What follows belongs to an exercise in optimizing a design on an open flow for small area, a short achievable clock period and few clock cycles; a production flow would make more cautious choices. Where RTL was checked, it was by simulation tests only, not by an equivalence proof against the original. Power is estimated from default activity; no workload was simulated.

Setup of the baseline:
==> module microprocessor, before the edit <==
module microprocessor(
					input [7:0]data_in,
					input Enter,
					input Reset,
					input Clock,
					input testStart,
					input prog_we,
					input [4:0]prog_addr,
					output [7:0]dataOut,
					output Halt,
					output in_wait);
reg [7:0]  mem [0:31];
reg [31:0] pco;		 
reg [2:0]  op;		 
reg        f_ld, f_st, f_ari, f_in, f_hlt, f_jz, f_jp;	 
reg [31:0] ado;		 
reg        iv;		 
reg        m0_stale;	 
reg [7:0]  a;
reg [7:0]  a_o;		 
reg        halt_o, wait_o;	 
reg [7:0] d;		 
reg [7:0] f;		 
reg       fwd;		 
integer k;
always @(*) begin
	d = 8'd0;
	f = 8'd0;
	fwd = 1'b0;
	for (k = 0; k < 32; k = k + 1) begin
		d = d | (mem[k] & {8{ado[k]}});
		f = f | (mem[k] & {8{pco[k]}});
		fwd = fwd | (ado[k] & pco[k]);
	end
end
wire taken  = (f_jz & a == 8'd0) | (f_jp & ~a[7]);
wire hold   = f_hlt | (f_in & ~(Enter & iv));
wire run    = ~Reset & ~m0_stale;		 
wire step   = run & ~hold;
wire [7:0] x = a ^ {8{op[0]}};
wire [7:0] g0 = x & d;
wire [7:0] p0 = x ^ d;
wire [7:0] g1, p1, g2, p2, g3;
genvar j;
generate
	for (j = 0; j < 8; j = j + 1) begin : pre
		if (j >= 1) begin
			assign g1[j] = g0[j] | (p0[j] & g0[j-1]);
			assign p1[j] = p0[j] & p0[j-1];
		end else begin
			assign g1[j] = g0[j];
			assign p1[j] = p0[j];
		end
		if (j >= 2) begin
			assign g2[j] = g1[j] | (p1[j] & g1[j-2]);
			assign p2[j] = p1[j] & p1[j-2];
		end else begin
			assign g2[j] = g1[j];
			assign p2[j] = p1[j];
		end
		if (j >= 4)
			assign g3[j] = g2[j] | (p2[j] & g2[j-4]);
		else
			assign g3[j] = g2[j];
	end
endgenerate
wire [7:0] carry = {g3[6:0], 1'b0};
wire [7:0] sum = p0 ^ carry ^ {8{op[0]}};
assign dataOut = a_o;
assign Halt    = halt_o;
assign in_wait = wait_o;
wire [7:0] a_next = f_ld ? d : (f_ari ? sum : data_in);
wire       a_load = step & (f_ld | f_ari | f_in);
wire [7:0] ir_next = ~run ? mem[0] : (taken ? d : (f_st & fwd ? a : f));
wire       ir_load = ~run | ~hold;
always @(posedge Clock or posedge Reset)
	if (Reset) begin
		iv     <= 1'b0;
		a_o    <= 8'd0;
		halt_o <= 1'b0;
		wait_o <= 1'b0;
	end else begin
		iv <= 1'b1;
		if (a_load)
			a_o <= a_next;
		if (ir_load) begin
			halt_o <= ir_next[7:5] == 3'd7;
			wait_o <= ir_next[7:5] == 3'd4;
		end else begin
			halt_o <= f_hlt;
			wait_o <= f_in;
		end
	end
always @(posedge Clock)
	if (Reset)
		a <= 8'd0;
	else if (a_load)
		a <= a_next;
always @(posedge Clock) begin
	m0_stale <= Reset & (testStart | (prog_we & prog_addr == 5'd0));
	if (Reset)
		pco <= 32'd2;
	else if (step)
		pco <= taken ? {ado[30:0], ado[31]} : {pco[30:0], pco[31]};
	if (ir_load) begin
		op  <= ir_next[7:5];
		f_ld  <= ir_next[7:5] == 3'd0;
		f_st  <= ir_next[7:5] == 3'd1;
		f_ari <= ir_next[7:6] == 2'b01;
		f_in  <= ir_next[7:5] == 3'd4;
		f_jz  <= ir_next[7:5] == 3'd5;
		f_jp  <= ir_next[7:5] == 3'd6;
		f_hlt <= ir_next[7:5] == 3'd7;
		ado <= 32'd1 << ir_next[4:0];
	end
end
function [7:0] boot;
	input [4:0] n;
	case (n)
	5'd0:  boot = 8'h80; 5'd1:  boot = 8'h3E; 5'd2:  boot = 8'h80; 5'd3:  boot = 8'h3F;
	5'd4:  boot = 8'h1E; 5'd5:  boot = 8'h7F; 5'd6:  boot = 8'hB0; 5'd7:  boot = 8'hCC;
	5'd8:  boot = 8'h1F; 5'd9:  boot = 8'h7E; 5'd10: boot = 8'h3F; 5'd11: boot = 8'hC4;
	5'd12: boot = 8'h1E; 5'd13: boot = 8'h7F; 5'd14: boot = 8'h3E; 5'd15: boot = 8'hC4;
	5'd16: boot = 8'h1E; default: boot = 8'hFF;
	endcase
endfunction
wire [7:0] wd = prog_we ? data_in : a;
integer i;
always @(posedge Clock)
	for (i = 0; i < 32; i = i + 1)
		if ((prog_we & prog_addr == i) | (f_st & ado[i] & run))
			mem[i] <= wd;
		else if (testStart & i < 18)
			mem[i] <= boot(i);
endmodule
clock: 7.0 ns
lec_check: 0
cap_margin: 20
core_margin: 2
core_utilization: 45
cts_cluster_diameter: 100
cts_cluster_size: 20
setup_slack_margin: 4.0
slew_margin: 20
run.sh (not shown) runs the stock make flow with config.mk's settings and CLKGATE_MAP_FILE= SYNTH_SCRIPT=/design/flow/synth_recipe.tcl, a recipe that flattens the netlist after the stock synthesis.
Testbench counts of the baseline, summed over its fixed seeds: cycles 48,466.
### the baseline -> the candidate
--- a/flow/design.v
+++ b/flow/design.v
@@ -18,5 +18,4 @@
 reg        m0_stale;	 
 reg [7:0]  a;
-reg [7:0]  a_o;		 
 reg        halt_o, wait_o;	 
 reg [7:0] d;		 
@@ -67,5 +66,5 @@
 wire [7:0] carry = {g3[6:0], 1'b0};
 wire [7:0] sum = p0 ^ carry ^ {8{op[0]}};
-assign dataOut = a_o;
+assign dataOut = a;
 assign Halt    = halt_o;
 assign in_wait = wait_o;
@@ -77,11 +76,8 @@
 	if (Reset) begin
 		iv     <= 1'b0;
-		a_o    <= 8'd0;
 		halt_o <= 1'b0;
 		wait_o <= 1'b0;
 	end else begin
 		iv <= 1'b1;
-		if (a_load)
-			a_o <= a_next;
 		if (ir_load) begin
 			halt_o <= ir_next[7:5] == 3'd7;
[summary]
Looking at global-route usage, the candidate sits below the baseline. Delta (the candidate minus the baseline): die area decreased by 1.1% relative to the old numbers; register bit total from synthesis fell 8. In the candidate the largest driver fanout on the critical path turned out 7 higher than in the baseline. Between the baseline and the candidate, the flow reports total chip power increasing by a few percent. Looking at final core area utilization, the candidate sits above the baseline. First-pass GRT wire length on the candidate is ahead of the baseline. The post-route standard cell area excluding fillers reported for the candidate is greater than that of the baseline by 1.1%. The baseline → the candidate: critical path depth decreased by 2 relative to the old numbers, sum of routed wire length over all layers decreased about 3%. Sort the candidate and the baseline by combinational fraction of design power desc -> top: the candidate. Worst hold path depth, the candidate and the baseline: larger value in the baseline.
Testbench counts of the candidate, summed over its fixed seeds: cycles 48,466.

========
The RTL this note starts from:
==> flow/design.v <==
module microprocessor(
					input [7:0]data_in,
					input Enter,
					input Reset,
					input Clock,
					input testStart,
					input prog_we,
					input [4:0]prog_addr,
					output [7:0]dataOut,
					output Halt,
					output in_wait);
reg [7:0] mem [0:31];
reg [4:0] pc;		 
reg [7:0] ir;		 
reg       iv;		 
reg [7:0] a;
wire [2:0] op = ir[7:5];
wire [4:0] ad = ir[4:0];
wire [7:0] d  = mem[ad];	 
wire [7:0] f  = mem[pc];	 
wire op_ld  = iv & (op == 3'd0);
wire op_st  = iv & (op == 3'd1);
wire op_ari = iv & (op[2:1] == 2'b01);
wire op_in  = iv & (op == 3'd4);
wire op_hlt = iv & (op == 3'd7);
wire taken  = iv & ((op == 3'd5 & a == 8'd0) | (op == 3'd6 & ~a[7]));
wire hold   = op_hlt | (op_in & ~Enter);
wire [7:0] sum = a + (d ^ {8{op[0]}}) + {7'd0, op[0]};
assign dataOut = a;
assign Halt    = op_hlt;
assign in_wait = op_in;
always @(posedge Clock or posedge Reset)
	if (Reset) begin
		pc <= 5'd0;
		iv <= 1'b0;
		a  <= 8'd0;
	end else if (!hold) begin
		iv <= 1'b1;
		pc <= (taken ? ad : pc) + 5'd1;
		if (op_ld)
			a <= d;
		else if (op_ari)
			a <= sum;
		else if (op_in)
			a <= data_in;
	end
always @(posedge Clock)
	if (!hold)
		ir <= taken ? d : ((op_st & ad == pc) ? a : f);
function [7:0] boot;
	input [4:0] n;
	case (n)
	5'd0:  boot = 8'h80; 5'd1:  boot = 8'h3E; 5'd2:  boot = 8'h80; 5'd3:  boot = 8'h3F;
	5'd4:  boot = 8'h1E; 5'd5:  boot = 8'h7F; 5'd6:  boot = 8'hB0; 5'd7:  boot = 8'hCC;
	5'd8:  boot = 8'h1F; 5'd9:  boot = 8'h7E; 5'd10: boot = 8'h3F; 5'd11: boot = 8'hC4;
	5'd12: boot = 8'h1E; 5'd13: boot = 8'h7F; 5'd14: boot = 8'h3E; 5'd15: boot = 8'hC4;
	5'd16: boot = 8'h1E; default: boot = 8'hFF;
	endcase
endfunction
wire [7:0] wd = prog_we ? data_in : a;
integer i;
always @(posedge Clock)
	for (i = 0; i < 32; i = i + 1)
		if ((prog_we & prog_addr == i) | (op_st & ad == i))
			mem[i] <= wd;
		else if (testStart & i < 18)
			mem[i] <= boot(i);
endmodule
Settings: LEC_CHECK=0, CAP_MARGIN=20, CORE_MARGIN=2, CORE_UTILIZATION=40, SLEW_MARGIN=20; clock period 7.0 ns.
The starting point produced a clean layout.
Testbench counts at the start, summed over its fixed seeds: cycles 48,868.
==> next run, changes <==
--- a/flow/design.v
+++ b/flow/design.v
@@ -19,32 +19,37 @@
 wire [7:0] d  = mem[ad];	 
 wire [7:0] f  = mem[pc];	 
-wire op_ld  = iv & (op == 3'd0);
-wire op_st  = iv & (op == 3'd1);
-wire op_ari = iv & (op[2:1] == 2'b01);
-wire op_in  = iv & (op == 3'd4);
-wire op_hlt = iv & (op == 3'd7);
-wire taken  = iv & ((op == 3'd5 & a == 8'd0) | (op == 3'd6 & ~a[7]));
-wire hold   = op_hlt | (op_in & ~Enter);
+wire op_ld  = (op == 3'd0);
+wire op_st  = (op == 3'd1) & ~Reset;
+wire op_ari = (op[2:1] == 2'b01);
+wire op_in  = (op == 3'd4);
+wire op_hlt = (op == 3'd7);
+wire taken  = (op == 3'd5 & a == 8'd0) | (op == 3'd6 & ~a[7]);
+wire hold   = op_hlt | (op_in & ~(Enter & iv));
 wire [7:0] sum = a + (d ^ {8{op[0]}}) + {7'd0, op[0]};
 assign dataOut = a;
-assign Halt    = op_hlt;
-assign in_wait = op_in;
+assign Halt    = iv & op_hlt;
+assign in_wait = iv & op_in;
 always @(posedge Clock or posedge Reset)
 	if (Reset) begin
-		pc <= 5'd0;
+		pc <= 5'd1;
 		iv <= 1'b0;
 		a  <= 8'd0;
-	end else if (!hold) begin
+	end else begin
 		iv <= 1'b1;
-		pc <= (taken ? ad : pc) + 5'd1;
-		if (op_ld)
-			a <= d;
-		else if (op_ari)
-			a <= sum;
-		else if (op_in)
-			a <= data_in;
+		if (!hold) begin
+			pc <= (taken ? ad : pc) + 5'd1;
+			if (op_ld)
+				a <= d;
+			else if (op_ari)
+				a <= sum;
+			else if (op_in)
+				a <= data_in;
+		end
 	end
+wire [7:0] m0 = (prog_we & prog_addr == 5'd0) ? data_in : (testStart ? 8'h80 : mem[0]);
 always @(posedge Clock)
-	if (!hold)
+	if (Reset)
+		ir <= m0;
+	else if (!hold)
 		ir <= taken ? d : ((op_st & ad == pc) ? a : f);
 function [7:0] boot;
=> The changed run went through all stages and came out clean; final cell count rose by 5.9%; setup slack gets worse by 0.51 ns; power rose by about 3.5%; non-clock buffer count came out lower by 7; critical path depth decreases by 2; design area goes up by 2.1%; sequential cell count is unchanged; first-iteration DRC count went up by 5.3%; clock-buffer cell count goes up by 1; synthesized cell count rises by 12%; wire length went down by 1.4%.
The RTL of the second run of this note was laid out without a check of its function.

## re-timing with driven ports
In the flow no input, the clock included, has a driving cell. The finished layouts below were timed again as built, in two steps.
Step 1 sets driving cells, clkbuf_16 on the clock port and buf_2 on the other inputs (assumed; they add their load-dependent delay and slew).
Step 2 adds t to the input delays and takes it off the output delays; t is the mean of the earliest and latest rising clock arrival at the registers after step 1. Input paths then give back, and output paths get back, about the clock's delay inside the block.
Three values: no drivers, after step 1, after step 2; two values: the first two.
run	shift t [ns]	slack for setup (ns)	clock arrival spread, ns	worst data-port slew with drivers (ns)	cell pins on the clock port's net
the baseline	0.617	3.622 / 3.622 / 3.338	0.031 / 0.031	0.03	1
the candidate	0.616	3.748 / 3.748 / 3.347	0.020 / 0.020	0.04	1
the first run of note 2	0.642	1.925 / 1.925 / 1.925	0.039 / 0.038	0.04	1
the second run of note 2	0.646	1.417 / 1.417 / 1.417	0.018 / 0.018	0.03	1
After both steps every run listed still meets setup and hold. For the candidate, which loses most, drivers alone change the setup slack by 0.000 ns; drivers and shift together by -0.401 ns.
